What follows belongs to an exercise in optimizing a design on an open flow for small area, a short achievable clock period and few clock cycles per item; a production flow would make more cautious choices.
Function was checked by simulation only, so behaviour that the tests miss may differ from the original.
Power figures rest on the tool's default switching activity, not on a simulated workload.

==> flow/design.v (outline; a module is shown in full before it is edited, if it fits) <==
// module mnist_head: 3618 lines
module mnist_head(
    input               clk,
    input               rst_n,
    input  [15:0]       my_input,
    input               input_valid,
    output [16:0]       output_data,
    output [159:0]      output_scores,
    output              output_valid);
  // ...
==> flow/flow/run.sh <==
#!/bin/bash
# Own layout flow: the standard layout (standard.sh) with two changes to how
# the layout is made, none to the constraints:
#  - synthesis uses the reference script with Yosys's fine-stage "abc -fast"
#    skipped (synth -noabc), so that the carry-save adder trees written in the RTL
#    map onto full-adder cells without inverters between them; the final ABC
#    mapping, the registers and their names are unchanged;
#  - repair_timing aims for a larger setup slack (SETUP_SLACK_MARGIN).
# Each tool's output goes to the ORFS logs under orfs/logs; make's own output to
# flow_standard.log here.
set -euo pipefail
W=$PWD
sed 's/yosys synth -nofsm -noshare/yosys synth -nofsm -noshare -noabc/' synth_recipe.tcl > flow_synth.tcl
grep -q -- '-noabc' flow_synth.tcl
sed "s|SYNTH_SCRIPT=[^ ]*|SYNTH_SCRIPT=$W/flow_synth.tcl|" standard.sh > flow_standard.sh
grep -q "SYNTH_SCRIPT=$W/flow_synth.tcl" flow_standard.sh
export SETUP_SLACK_MARGIN=${FLOW_SETUP_MARGIN:-6.6}
bash flow_standard.sh > flow_standard.log 2>&1
==> flow/standard.sh <==
#!/bin/bash
# synth_recipe.tcl (not shown) runs the flow's synth.tcl, then flattens the netlist and writes it again
# the make line also repeats each setting of config.mk as NAME=value (left out here)
make -C /OpenROAD-flow-scripts/flow DESIGN_CONFIG=/design/flow/config.mk WORK_HOME=/design/flow/orfs CLKGATE_MAP_FILE= SYNTH_SCRIPT=/design/flow/synth_recipe.tcl "${@:-finish}"
==> flow/config.mk <==
export PLATFORM = sky130hd
export DESIGN_NAME = mnist_head
export DESIGN_NICKNAME = mnist_head
export VERILOG_FILES = /design/flow/design.v
export SDC_FILE = /design/flow/constraint.sdc
export NUM_CORES = 4
export LEC_CHECK = 0
export CAP_MARGIN = 20
export CORE_MARGIN = 2
export CORE_UTILIZATION = 55
export SLEW_MARGIN = 20
==> flow/constraint.sdc <==
create_clock -name core_clock -period 10.0 [get_ports {clk}]
set_input_delay 2.0000 -clock core_clock [delete_from_list [all_inputs] [get_ports {clk}]]
set_output_delay 2.0000 -clock core_clock [all_outputs]
set_load 0.01 [all_outputs]
==> run summary, run 1 <==
fmax 260 MHz; fin crit share 0.385; met2 Usage GRT 0.555; WL/cell 28.9 µm; final WL 309000 µm; Largest Pwr Group combinational cells; Cell Int Power 22.7 mW; leakage 42.7 nW; post-synthesis adder-cell area fraction 0.359; outcome no timing/DRC/antenna violations; vias in the first global route 70000; total power 42.1 mW; yosys warns 1; worst-path cell chain inv_1 -> ha_1 -> nand4_1 -> or2_4 -> buf_4 -> o31a_4 -> buf_6 -> buf_4 -> mux2i_2 -> ha_1 -> nor2b_1 -> o21ai_1 -> nand2b_1 -> a221oi_4 -> a31oi_4 -> buf_12 -> buf_12 -> mux2i_1; cts hold-fix bufs 0; Num CTS Buffers 117; P_seq 8.07 mW; nonclk buf count 623; flops & latches, synth 990; start of the worst register-to-register path score4[8]$_SDFF_PP0_; post-synthesis compound-gate area fraction 0.137; crit-path leading delay family compound AO/OA/AOI/OAI gates; Top Layer Used met5; Reg2Reg Depth 18; Worst Path Buf+Inv 6; Post-Synth XOR/XNOR Area 0.129
Testbench counts, summed over its fixed seeds: cycles 33,600, items 2,400.
==> inputs of run 2 (changes only) <==
--- a/flow/design.v
+++ b/flow/design.v
@@ -6,24 +6,27 @@
     output [16:0]       output_data,
     output [159:0]      output_scores,
     output              output_valid);
 reg [15:0] xr0;
 always @(posedge clk) xr0 <= my_input;
 reg [15:0] xr1;
 always @(posedge clk) xr1 <= my_input;
 reg [9:0] kh;
-reg       d1, d2, d3, ov;
+reg       d1, d2, ov;
+reg       d3;
 wire [9:0] kn;    
 assign kn[0] = input_valid & ~(|kh[8:0]);
 assign kn[9:1] = {9{input_valid}} & kh[8:0];
 always @(posedge clk or negedge rst_n)
     if (!rst_n) kh <= 10'd0;
     else kh <= kn;
 wire first = kh[0];
+wire kn_idle = ~(|kn);
+wire kh_idle = ~(|kh);
 wire [17:0] xs0 = {{2{xr0[15]}}, xr0};
 reg [30:0] as0, ac0;
 reg n0_one0;
 always @(posedge clk) n0_one0 <= kn[3] | kn[4] | kn[7] | kn[8];
 reg n0_two0;
 always @(posedge clk) n0_two0 <= kn[0] | kn[1] | kn[5];
 reg n0_neg0;
 always @(posedge clk) n0_neg0 <= kn[0] | kn[1] | kn[5] | kn[7] | kn[8];
@@ -3572,47 +3575,57 @@
     as9 <= {n9_c136, n9_c135, n9_c134, n9_c133, n9_c132, n9_c131, n9_c130, n9_c129, n9_c128, n9_c127, n9_c126, n9_c125, n9_c124, n9_c123, n9_c122, n9_c121, n9_c120, n9_c119, n9_c118, n9_c117, n9_c116, n9_c115, n9_c114, n9_c113, n9_c112, n9_c111, n9_c110, n9_c109, n9_c108, n9_s108};
     ac9 <= {n9_s137, n9_s136, n9_s135, n9_s134, n9_s133, n9_s132, n9_s131, n9_s130, n9_s129, n9_s128, n9_s127, n9_s126, n9_s125, n9_s124, n9_s123, n9_s122, n9_s121, n9_s120, n9_s119, n9_s118, n9_s117, n9_s116, n9_s115, n9_s114, n9_s113, n9_s112, n9_s111, n9_s110, n9_s109, fc9[0]};
 end
 wire [29:0] sum9 = as9 + ac9;
 wire [14:0] sc9 = sum9[29] ? 15'd0 : (|sum9[28:27]) ? 15'h7fff : sum9[26:12];
 reg [14:0] score9;
 always @(posedge clk) score9 <= sc9;
 assign output_scores[159:144] = {1'b0, score9};
-function [18:0] pick;   
-    input [18:0] a, b;   
-    pick = (b[14:0] > a[14:0]) ? b : a;
-endfunction
-wire [18:0] e0 = {4'd0, score0};
-wire [18:0] e1 = {4'd1, score1};
-wire [18:0] e2 = {4'd2, score2};
-wire [18:0] e3 = {4'd3, score3};
-wire [18:0] e4 = {4'd4, score4};
-wire [18:0] e5 = {4'd5, score5};
-wire [18:0] e6 = {4'd6, score6};
-wire [18:0] e7 = {4'd7, score7};
-wire [18:0] e8 = {4'd8, score8};
-wire [18:0] e9 = {4'd9, score9};
-wire [18:0] l1_0 = pick(e0, e1);
-wire [18:0] l1_1 = pick(e2, e3);
-wire [18:0] l1_2 = pick(e4, e5);
-wire [18:0] l1_3 = pick(e6, e7);
-wire [18:0] l1_4 = pick(e8, e9);
-wire [18:0] l2_0 = pick(l1_0, l1_1);
-wire [18:0] l2_1 = pick(l1_2, l1_3);
-reg [18:0] r2_0, r2_1, r2_2;
-always @(posedge clk) begin r2_0 <= l2_0; r2_1 <= l2_1; r2_2 <= l1_4; end
-wire [18:0] l3_0 = pick(r2_0, r2_1);
-wire [18:0] l4 = pick(l3_0, r2_2);
+wire hi0 = score1 > score0;    
+reg [15:0] pr0;    
+always @(posedge clk) pr0 <= hi0 ? {1'b1, score1} : {1'b0, score0};
+wire hi1 = score3 > score2;    
+reg [15:0] pr1;    
+always @(posedge clk) pr1 <= hi1 ? {1'b1, score3} : {1'b0, score2};
+wire hi2 = score5 > score4;    
+reg [15:0] pr2;    
+always @(posedge clk) pr2 <= hi2 ? {1'b1, score5} : {1'b0, score4};
+wire hi3 = score7 > score6;    
+reg [15:0] pr3;    
+always @(posedge clk) pr3 <= hi3 ? {1'b1, score7} : {1'b0, score6};
+wire hi4 = score9 > score8;    
+reg [15:0] pr4;    
+always @(posedge clk) pr4 <= hi4 ? {1'b1, score9} : {1'b0, score8};
+wire gt1_0 = pr1[14:0] > pr0[14:0];    
+wire gt2_0 = pr2[14:0] > pr0[14:0];    
+wire gt3_0 = pr3[14:0] > pr0[14:0];    
+wire gt4_0 = pr4[14:0] > pr0[14:0];    
+wire gt2_1 = pr2[14:0] > pr1[14:0];    
+wire gt3_1 = pr3[14:0] > pr1[14:0];    
+wire gt4_1 = pr4[14:0] > pr1[14:0];    
+wire gt3_2 = pr3[14:0] > pr2[14:0];    
+wire gt4_2 = pr4[14:0] > pr2[14:0];    
+wire gt4_3 = pr4[14:0] > pr3[14:0];    
+wire win0 = ~gt1_0 & ~gt2_0 & ~gt3_0 & ~gt4_0;
+wire win1 = ~gt2_1 & ~gt3_1 & ~gt4_1 & gt1_0;
+wire win2 = ~gt3_2 & ~gt4_2 & gt2_0 & gt2_1;
+wire win3 = ~gt4_3 & gt3_0 & gt3_1 & gt3_2;
+wire win4 = gt4_0 & gt4_1 & gt4_2 & gt4_3;
+wire [3:0] widx =
+    ({4{win0}} & {3'd0, pr0[15]}) | ({4{win1}} & {3'd1, pr1[15]}) |
+    ({4{win2}} & {3'd2, pr2[15]}) | ({4{win3}} & {3'd3, pr3[15]}) |
+    ({4{win4}} & {3'd4, pr4[15]});
 reg [3:0] idx;
-always @(posedge clk) idx <= l4[18:15];
+always @(posedge clk) idx <= widx;
 assign output_data = {13'd0, idx};
 assign output_valid = ov;
 always @(posedge clk or negedge rst_n)
     if (!rst_n) begin
-        d1 <= 1'b0; d2 <= 1'b0; d3 <= 1'b0; ov <= 1'b0;
+        d1 <= 1'b0; d2 <= 1'b0; ov <= 1'b0;
+        d3 <= 1'b0;
     end else begin
         d1 <= kh[9];
         d2 <= d1;
         d3 <= d2;
         ov <= d3;
     end
 endmodule
==> run 2 against run 1 <==
Net effect:
- critical endpoint is now ac1[7]$_DFF_P_
- non-clock buffer count decreased by 117
- still clean on timing, DRC and antenna
- register-to-register slack improved by 0.44 ns
- worst setup slack improved by 0.44 ns
- first-iteration DRC count increased by 2.8%
- utilization decreased by 2.1 points
- cell area decreased by 0.86%
- wire length decreased by 1.4%
- highest routed layer unchanged
- critical path depth decreased by 11
- die area increased by 2.2%
- global-route usage decreased by 1.3 points
- count of clock-buffer cells in the layout increased by 6
- largest cell class unchanged
- clock skew increased by 0.0051 ns
==> run summary, run 2 <==
outcome no timing/DRC/antenna violations (unchanged); Netlist cell types 86 (was 96); post-synth top area share 0.274 (was 0.280); slew at the pin closest to its max-slew limit 1.06 ns (was 1.02 ns); hold_ws 0.350 ns (was 0.359 ns); crit path time final 3.41 ns (was 3.85 ns); core area 163000 µm² (was 159000 µm²); layout cells sized above 1 0.147 (was 0.189); router iterations before antenna repair 8 (unchanged); Peak VDD IR 0.386 mV (was 0.331 mV); row cnt 148 (was 146); Post-synth EDFFs 0 (unchanged); final core occ 0.623 (was 0.644); placed insts 10400 (was 10100); total power 39.3 mW (was 42.1 mW); Clock Tree Root clkbuf_16 (unchanged); Final Setup Violations 0 (unchanged); setup TNS 0 ns (unchanged); sequential area share after synthesis 0.227 (was 0.226); leakage 42.7 nW (about the same); fin. max-slew vios 0 (unchanged); Post-DP HPWL 193000 µm (was 187000 µm); Syn Std Cell Area 90100 µm² (was 88100 µm²); nets 10500 (was 10300); yosys warns 1 (unchanged); Vias 67100 (was 66700); CP Class register to register (unchanged); commonest cells in the netlist fa_1 (1232), xnor2_1 (1214), dfxtp_1 (1006) (was fa_1 (1232), xnor2_1 (1211), dfxtp_1 (976)); prevailing post-synth register cell dfxtp_1 (unchanged); DRC 0 (unchanged); WP data arrival 4.08 ns (was 4.48 ns); vias in the first global route 69900 (was 70000); starting density of the core 0.554 (was 0.555); final WL 305000 µm (was 309000 µm); fin crit share 0.341 (was 0.385); Worst Hold Class register to register (unchanged); synthesized area per cell 10.4 µm² (about the same); initial antenna violation count 27 (was 9); dpl ws 4.97 ns (was 4.94 ns); fmax 293 MHz (was 260 MHz); Antenna Nets Post-Route 0 (unchanged); Die H 409 µm (was 404 µm); gr usage total 0.348 (was 0.361); I/O pin cnt 197 (unchanged); synth-to-layout area growth 12.5% (was 16.0%); CTS tree done (unchanged); non-filler cells, final 10900 (was 10700); grt ovf 0 (unchanged); Num CTS Buffers 120 (was 117); DRT iter0 DRCs 6487 (was 6312); Max Cap Viol 0 (unchanged); Synth area leader fa_1 (unchanged); top cells by area, synth fa_1 (27%), dfxtp_1 (22%), xnor2_1 (12%) (was fa_1 (28%), dfxtp_1 (22%), xnor2_1 (12%)); asr flop ratio synth 0.0137 (was 0.0141); top flop regs as0 x31, as1 x31 (unchanged); RSZ-0062 raised after global routing true (unchanged); Design Area, Final 101000 µm² (was 102000 µm²); Die X 409 µm (was 404 µm); Area after DPL 93000 µm² (was 90800 µm²); Die ar. 167000 µm² (was 163000 µm²); Setup Skew 0.0514 ns (was 0.0464 ns); CP startpoint kind register (unchanged); flops & latches, synth 1020 (was 990); largest net degree at the start of global routing 168 (was 137); Clock Tree Buf Depth 3 (unchanged); global-route wire length before repair 442000 µm (was 445000 µm); DR vias/cell 6.16 (was 6.23); most common cell after layout, fill and taps aside fa_1 (was xnor2_1); GPL Wtd Cong 0.909 (was 0.898); final setup margin 6.59 ns (was 6.15 ns); worst-path fanout max 31 (was 8); Clock Sinks 1020 (was 990); H-tree levels 3 (unchanged); cells after synthesis 8674 (was 8511); CP required 10.67 ns (was 10.63 ns); most frequent cell after synthesis fa_1 (unchanged); Port-buffer cells 173 (unchanged); Final Hold Violating Endpoints 0 (unchanged); Clock Pin Slew Worst Setup and Hold Paths 0.06 ns (about the same); Skew-Pair Late Insertion Delay 0.81 ns (was 0.79 ns); WL/cell 28.0 µm (was 28.9 µm); most frequent cells in the layout fa_1 (1229), xnor2_1 (1204), a22oi_1 (798), dfxtp_1 (757), ha_1 (655) (was xnor2_1 (1190), fa_1 (1170), a22oi_1 (781), dfxtp_1 (739), ha_1 (521)); Rel. slew slack 0.288 (was 0.320); Power Density 387 nW/µm² (was 412 nW/µm²); CP endpoint kind register (unchanged)
==> run 2: final timing paths <==
path / from / end / slack [ns] / depth (start not counted)
max in group asynchronous: rst_n / kh[0]$_DFF_PN0_ / 7.73 / 1
min: d3$_DFF_PN0_ / ov$_DFF_PN0_ / 0.35 / 0
max: xr1[4]$_DFF_P_ / ac1[7]$_DFF_P_ / 6.59 / 7
min reg2reg: d3$_DFF_PN0_ / ov$_DFF_PN0_ / 0.35 / 0
max reg2reg: xr1[4]$_DFF_P_ / ac1[7]$_DFF_P_ / 6.59 / 7
min in group asynchronous: rst_n / kh[4]$_DFF_PN0_ / 1.67 / 1
==> run 2: layout make-up <==
| class | instances | area (µm²) |
|---|---|---|
| inverter | 249 | 938 |
| sequential | 1020 | 21000 |
| multi-input combinational | 6692 | 66300 |
| antenna | 12 | 30.0 |
| fill | 13400 | 61400 |
| clock inverter | 78 | 1050 |
| clock buffer | 151 | 3430 |
| timing repair buffer | 506 | 5910 |
| tap | 2175 | 2720 |
==> run 2: power breakdown <==
group | leakage (nW) | switching (mW) | total [mW] | internal [mW]
Sequential | 8.68 | 1.64 | 8.21 | 6.57
Clock | 2.16 | 2.02 | 4.98 | 2.96
Combinational | 31.9 | 14.3 | 26.1 | 11.7
==> run 2: kinds of logic after synthesis <==
family	after synthesis	share of synthesized area
muxes	77	0.00953
xor gates and xnor gates	1283	0.125
and+or+nand+nor	1685	0.0978
buffers and inverters	984	0.0421
other	1	0.0000416
AOI/OAI and AO/OA	1737	0.134
adders and majority gates	1887	0.365
DFF	1020	0.227
==> run 2: metal layers <==
metal,track usage,wire (µm)
met5,0,154
met3,0.0797,30700
met1,0.463,123000
met2,0.547,136000
met4,0.143,15300
==> run 2: worst max-delay path, stage by stage, from the launching register on <==
cell and delay, ns:
dfxtp_4 0.49, clkbuf_16 0.38, and2_1 0.30, a21oi_1 0.08
xnor2_1 0.52, fa_1 0.54, fa_1 0.53, fa_1 0.42
==> run 2: repair_timing <==
action | CTS | global route
hold endpoints to repair | 0 | 0
cloned | 6 | 27
hold buffers | 0 | 0
pin swaps | 7 | 39
buffers inserted | 119 | 47
resized for setup | 904 | 127
setup endpoints to repair | 788 | 412
Testbench counts of run 2, summed over its fixed seeds: cycles 33,600, items 2,400.

[static timing again, ports no longer ideal]
The results above use ideal ports. As a check the final layouts listed here were re-extracted and re-timed, cells and wires unchanged. Step 1 sets driving cells, clkbuf_16 on the clock port and buf_2 on the other inputs (assumed; they add their load-dependent delay and slew). Step 2 also shifts input and output timing later by t, the mid clock arrival at the registers, as if the neighbouring blocks saw the same clock. a / b / c = no drivers / after step 1 / after step 2; a / b = the first two.
run | t, ns | slack for setup (ns) | hold WS [ns] | worst setup path after step 2 | latest minus earliest clock arrival (ns)
run 1 | 0.863 | 6.148 / 6.148 / 5.711 | 0.359 / 0.359 / 0.359 | input to register | 0.052 / 0.053
run 2 | 0.877 | 6.590 / 6.500 / 5.890 | 0.350 / 0.350 / 0.350 | input to register | 0.052 / 0.053
After both steps every run listed still meets setup and hold. The setup slack of run 2, which loses most, moves by -0.090 ns with the drivers and by -0.700 ns with both steps.
